Source: an optimization exercise on an open RTL-to-GDS flow (aim: small area and a short achievable clock period). Production flows keep margins and buffers that such runs may drop. The RTL was checked by simulation tests, not by an equivalence proof against the original design. Power figures rest on the tool's default switching activity, not on a simulated workload.

== lane 1 ==
## complex
module complex(clk, a0, a1, b0, b1, im, re);
  input clk;
  input [7:0] a0, a1, b0, b1;
  output reg [15:0] im, re;
  wire [15:0] re_d, im_d;
  wire rs1;
  wire rc2;
  wire rs3;
  wire rc4;
  wire rs5;
  wire rc6;
  wire rs7;
  wire rc8;
  wire rs9;
  wire rc10;
  wire rs11;
  wire rc12;
  wire rs13;
  wire rc14;
  wire rs15;
  wire rc16;
  wire rs17;
  wire rc18;
  wire rs19;
  wire rc20;
  wire rs21;
  wire rc22;
  wire rs23;
  wire rc24;
  wire rs25;
  wire rc26;
  wire rs27;
  wire rc28;
  wire rs29;
  wire rc30;
  wire rs31;
  wire rc32;
  wire rs33;
  wire rc34;
  wire rs35;
  wire rc36;
  wire rs37;
  wire rc38;
  wire rs39;
  wire rc40;
  wire rs41;
  wire rc42;
  wire rs43;
  wire rc44;
  wire rs45;
  wire rc46;
  wire rs47;
  wire rc48;
  wire rs49;
  wire rc50;
  wire rs51;
  wire rc52;
  wire rs53;
  wire rc54;
  wire rs55;
  wire rc56;
  wire rs57;
  wire rc58;
  wire rs59;
  wire rc60;
  wire rs61;
  wire rc62;
  wire rs63;
  wire rc64;
  wire rn65;
  wire rs66;
  wire rc67;
  wire rs68;
  wire rc69;
  wire rs70;
  wire rc71;
  wire rs72;
  wire rc73;
  wire rs74;
  ...
==> flow/config.mk <==
export PLATFORM = sky130hd
export DESIGN_NAME = complex
export DESIGN_NICKNAME = complex
export VERILOG_FILES = /design/flow/design.v
export SDC_FILE = /design/flow/constraint.sdc
export NUM_CORES = 4
export LEC_CHECK = 0
export CAP_MARGIN = 20
export CORE_MARGIN = 2
export CORE_UTILIZATION = 40
export CTS_BUF_LIST = sky130_fd_sc_hd__clkbuf_8
export CTS_CLUSTER_DIAMETER = 200
export CTS_CLUSTER_SIZE = 32
export PLACE_DENSITY = 0.6
export SETUP_SLACK_MARGIN = 4.2
export SLEW_MARGIN = 20
export SYNTH_HIERARCHICAL = 1
==> flow/constraint.sdc <==
create_clock -name core_clock -period 10.0 [get_ports {clk}]
set_input_delay 2.0000 -clock core_clock [delete_from_list [all_inputs] [get_ports {clk}]]
set_output_delay 2.0000 -clock core_clock [all_outputs]
set_load 0.01 [all_outputs]
standard.sh (not shown) runs the stock make flow with config.mk's settings and CLKGATE_MAP_FILE= SYNTH_SCRIPT=/design/flow/synth_recipe.tcl, a recipe that flattens the netlist after the stock synthesis.
==> flow/flow/run.sh <==
#!/bin/bash
set -o pipefail
export BUFFER_PORTS_ARGS="-buffer_cell sky130_fd_sc_hd__buf_1"
cp standard.sh standard_sh.txt 2>/dev/null
bash standard.sh > standard.log 2>&1
Every stage of the flow completed for lane 1, and the final layout passed the timing, DRC and antenna checks.
Inputs modified between lane 1 and lane 2:
Settings: PLACE_DENSITY: 0.6 -> 0.75; SETUP_SLACK_MARGIN: 4.2 -> 4.0; CORE_UTILIZATION: 40 -> 60.
Lane 2 did not stop at any stage, and its layout met the timing, DRC and antenna checks.
Higher total routed wire length on the met1 layer among lane 2 and lane 1: lane 1
Going from lane 1 to lane 2, the part of the power in combinational logic was found to have gone down by 0.8 points.
[lane 2] cell area after placement fell about 2% relative to lane 1
Fraction of met2 tracks used by global routing was lower in lane 1 than in lane 2.
Compared with lane 1, the detailed router inserted more vias in lane 2.
Lane 2: number of gates resized after CTS 13 below lane 1
Delta (lane 2 minus lane 1): minimum hold slack now larger; final total power now smaller; final area now smaller.
Net total in the final layout for lane 2: 7 down relative to lane 1
Changes in lane 3 relative to lane 2:
Settings: CTS_BUF_LIST no longer set, was sky130_fd_sc_hd__clkbuf_8; CTS_CLUSTER_DIAMETER no longer set, was 200; CTS_CLUSTER_SIZE no longer set, was 32; SETUP_SLACK_MARGIN now 4.3, was 4.0; CORE_UTILIZATION now 40, was 60; TNS_END_PERCENT now 0.0, previously not set; PLACE_DENSITY now 0.6, was 0.75.
==> flow/flow/run.sh <==
#!/bin/bash
set -o pipefail
export BUFFER_PORTS_ARGS="-buffer_cell sky130_fd_sc_hd__buf_1"
export CTS_ARGS="-sink_clustering_enable -sink_clustering_size 32 -sink_clustering_max_diameter 200 -buf_list sky130_fd_sc_hd__clkbuf_8 -dont_use_dummy_load -repair_clock_nets"
cp standard.sh standard_sh.txt 2>/dev/null
bash standard.sh > standard.log 2>&1
### Flow results
- Floorplan check, lane 3 vs lane 2: die outline larger in lane 3
- Cmp lane 2 and lane 3 / half-perimeter wire length after placement / lower: lane 2
- The non-filler instance count after layout of lane 3 exceeds that of lane 2 by 84.
- Diff lane 2 and lane 3: fraction of area in registers lower in lane 3
- Going from lane 2 to lane 3, the clock network power was found to have gone down by 26%.
## Diff of input files: lane 4 against lane 3
Settings: swapping 0.0 for 0 in TNS_END_PERCENT; swapping 4.3 for 4.4 in SETUP_SLACK_MARGIN; putting CTS_BUF_LIST at sky130_fd_sc_hd__clkbuf_8 where nothing was set; putting CTS_CLUSTER_DIAMETER at 200 where nothing was set; putting CTS_CLUSTER_SIZE at 32 where nothing was set.
==> flow/flow/run.sh <==
#!/bin/bash
set -o pipefail
export BUFFER_PORTS_ARGS="-buffer_cell sky130_fd_sc_hd__buf_1"
cp standard.sh standard_sh.txt 2>/dev/null
bash standard.sh > standard.log 2>&1
[summary]
Between lane 3 and lane 4, the flow reports combinational gate power increasing by a few percent.
Of lane 3 and lane 4, the run reporting the higher final critical path time including I/O delays and setup was lane 3.
Sequential share of layout area is lower on lane 4
Wire length of the first global-routing pass essentially unchanged between lane 4 and lane 3.
Utilization lane 3 -> lane 4: up
The clock buffer and inverter area fraction after layout reported for lane 4 is greater than that of lane 3 by 0.50 points.
Lane 4: smallest setup slack after layout is 64 ps higher than what lane 3 reported.
When lane 4 is measured against lane 3, its met2 track demand over resource in global routing turns out 0.18 points lower.
Re final cell count: lane 4 is 6 up on lane 3.
Worst endpoint required time essentially unchanged between lane 3 and lane 4.
Changes in lane 5 relative to lane 4:
Settings: a change of SETUP_SLACK_MARGIN from 4.4 to 5.0; a deleted TNS_END_PERCENT that had been 0.
Findings:
- Lane 5: all stages complete, timing, DRC and antenna checks passed
- Side by side, post-detailed-route wirelength per cell turned out higher in lane 5 than in lane 4.
- Diff lane 5 and lane 4: clock period minus worst slack lower in lane 4
- Lane 5 does worse than lane 4 on first-pass GRT wire length.
- Delta(slack of the critical path, lane 5 - lane 4) < 0
- re[15] as the destination of the critical timing path was reported by lane 5, and re[14] by lane 4.
- Taking lane 4 as the reference, in lane 5 proportion of power drawn by flip-flops and latches lost 1.1 points, count of plain and timing-repair buffers in the layout rose 41.

-- separate check: timing with driven ports --
In the flow no input, the clock included, has a driving cell. The finished layouts below were timed again as built, in two steps. Step 1 assumes that a clkbuf_16 drives the clock port and a buf_2 every other input. Step 2 times the ports against the registers' clock, not the clock port: input delays grow and output delays shrink by t, the midpoint of the rising clock arrivals with the driver on. Slacks: no drivers / after step 1 / after step 2; pairs: no drivers / after step 1.
run | shift t [ns] | setup slack, ns | latest minus earliest clock arrival (ns)
lane 1 | 0.343 | 4.301 / 4.309 / 3.966 | 0.005 / 0.006
lane 2 | 0.351 | 4.083 / 4.094 / 3.743 | 0.002 / 0.002
lane 3 | 0.338 | 4.432 / 4.434 / 4.096 | 0.027 / 0.027
lane 4 | 0.344 | 4.496 / 4.470 / 4.126 | 0.013 / 0.012
lane 5 | 0.351 | 4.490 / 4.463 / 4.112 | 0.009 / 0.008
After both steps every run listed still meets setup and hold. The setup slack of lane 5, which loses most, moves by -0.027 ns with the drivers and by -0.378 ns with both steps.
